From an optimization exercise on the open Yosys and OpenROAD flow, aimed at small area and a short achievable clock period; shortcuts taken in it are not production practice. In this exercise RTL edits were held to simulation tests only and were not proved equivalent to the original.

// mul_signed_64
module mul_signed_64(
    input clk,
    input rst_n,
    input stb,
    input [63:0] din1,
    input [63:0] din2,
    output valid_out,
    output [127:0] dout
);
Size: roughly 120000 µm² of cells after synthesis.
export LEC_CHECK = 0
export ABC_AREA = 1
export CAP_MARGIN = 20
export CORE_MARGIN = 2
export CORE_UTILIZATION = 40
export SETUP_SLACK_MARGIN = 2.3
export SLEW_MARGIN = 20
create_clock -name core_clock -period 5.5 [get_ports {clk}]
standard.sh (not shown) runs the stock make flow with config.mk's settings and CLKGATE_MAP_FILE= SYNTH_SCRIPT=/design/flow/synth_recipe.tcl, a recipe that flattens the netlist after the stock synthesis.
==> flow/flow/run.sh <==
#!/bin/bash
set -euo pipefail
here=$(pwd)
orfs=$(grep -o 'WORK_HOME=[^ ]*' standard.sh | head -1 | cut -d= -f2 | tr -d "'")
res=$orfs/results/$FLOW_PLATFORM/mul_signed_64/base
bash standard.sh "$res/1_2_yosys.v" > "$here/synth.log" 2>&1
python3 flow/fa_polarity.py "$res/1_2_yosys.v" "$res/1_2_yosys.pol.v" > "$here/fa_polarity.log" 2>&1
mv "$res/1_2_yosys.pol.v" "$res/1_2_yosys.v"
bash standard.sh > "$here/layout.log" 2>&1
Other scripts of this flow, unchanged in this note and not shown: flow/flow/fa_polarity.py
The starting point went through all stages and came out clean.
Change:
--- a/flow/flow/run.sh
+++ b/flow/flow/run.sh
@@ -2,0 +3,2 @@
+# port buffers: a plain buffer instead of the delay cell buffer_ports picks by default
+export BUFFER_PORTS_ARGS="-buffer_cell sky130_fd_sc_hd__buf_2"
CORE_UTILIZATION = 45   (was 40)
SETUP_SLACK_MARGIN = 2.8   (was 2.3)
This time the run failed in global routing (5_1_grt).
Synthesized cell count is unchanged.
Area after synthesis stays the same.
Change:
SETUP_SLACK_MARGIN = 2.4   (was 2.8)
=>
- With this change the flow went through all stages and came out clean
- area after synthesis is unchanged
- synthesized cell count stays the same

========
## v50
mul_signed_64, a different RTL version from the one above (not shown whole).
Size: about 12000 cells after synthesis, ~260 I/O pins.
==> flow/design.v (excerpt) <==
module mul_signed_64(
    input clk,
    input rst_n,
    input stb,
    input [63:0] din1,
    input [63:0] din2,
    output valid_out,
    output [127:0] dout
);
Settings: LEC_CHECK=0, ABC_AREA=1, CAP_MARGIN=20, CORE_MARGIN=2, CORE_UTILIZATION=40, CTS_CLUSTER_DIAMETER=100, CTS_CLUSTER_SIZE=20, SETUP_SLACK_MARGIN=2.9, SLEW_MARGIN=20; clock period 5.5 ns.
==> flow/flow/run.sh <==
#!/bin/bash
set -euo pipefail
# port buffers: a plain buffer instead of the delay cell buffer_ports picks by default
export BUFFER_PORTS_ARGS="-buffer_cell sky130_fd_sc_hd__buf_2"
here=$(pwd)
orfs=$(grep -o 'WORK_HOME=[^ ]*' standard.sh | head -1 | cut -d= -f2 | tr -d "'")
res=$orfs/results/$FLOW_PLATFORM/mul_signed_64/base
bash standard.sh "$res/1_2_yosys.v" > "$here/synth.log" 2>&1
python3 flow/fa_polarity.py "$res/1_2_yosys.v" "$res/1_2_yosys.pol.v" > "$here/fa_polarity.log" 2>&1
mv "$res/1_2_yosys.pol.v" "$res/1_2_yosys.v"
bash standard.sh > "$here/layout.log" 2>&1
Other scripts of this flow, unchanged in this note and not shown: flow/flow/fa_polarity.py
v50 ended with every stage complete and zero timing, DRC or antenna violations.
The following lists how v38 was set up differently from v50:
Settings: SETUP_SLACK_MARGIN changed from 2.9 to 3.2.
==> notes.md <==
- Every stage of the flow completed for v50, and the final layout passed the timing, DRC and antenna checks.
- No final results exist for v38, since it was stopped by error GRT-0232 during 5_1_grt.
- Compared with v50, in v38 placer's final routability congestion estimate went down 0.45%, maximum buffer depth of the clock tree held, average footprint of a synthesized cell held.
- Relative to v50, the number of CTS-inserted buffers of v38 is lower by about 4%.
- Count of placed standard cells including taps across v50 and v38: no real change.
- v38 vs. v50: number of hold-repair buffers added at the cts stage went down by 1.
- Compared with v50, v38 shows a post-cts gate resize count that is 606 higher.
diff inputs: v38 => v55
Settings: SETUP_SLACK_MARGIN changed from 3.2 to 3.05.
Findings:
v55 | status: complete | timing, DRC, antenna: pass
For the post-CTS setup buffer count, v55 came in about 35% lower than v38 did.
v55: number of hold-repair buffers added at the cts stage higher than v38
In v55 relative to v38, number of buffers created by CTS had gone up by a few percent.
Number of instances in the synthesized netlist came out exactly the same in v55 and v38.

-- afterwards: timing with drivers on the ports --
The results above use ideal ports. As a check the final layouts listed here were re-extracted and re-timed, cells and wires unchanged. Step 1 sets driving cells, clkbuf_16 on the clock port and buf_2 on the other inputs (assumed; they add their load-dependent delay and slew). Step 2, shift: input delay + t, output delay - t, t = (earliest + latest rising clock arrival at the registers) / 2. This alone moves slack from input paths to output paths. Slacks: ideal / step 1 / step 2; pairs: ideal / step 1.
run | t (ns) | setup WS [ns] | hold WS [ns] | cell pins on the clock port's net
the first run of note 1 | 0.963 | 2.096 / 2.017 / 1.054 | 0.324 / 0.321 / 0.324 | 1
the third run of note 1 | 0.980 | 2.177 / 2.177 / 1.276 | 0.314 / 0.227 / 0.324 | 1
v50 | 0.976 | 2.806 / 2.806 / 2.806 | 0.309 / 0.264 / 0.327 | 1
v55 | 0.986 | 2.903 / 2.903 / 2.903 | 0.292 / 0.262 / 0.327 | 1
After both steps every run listed still meets setup and hold. The setup slack of the first run of note 1, which loses most, moves by -0.079 ns with the drivers and by -1.042 ns with both steps.
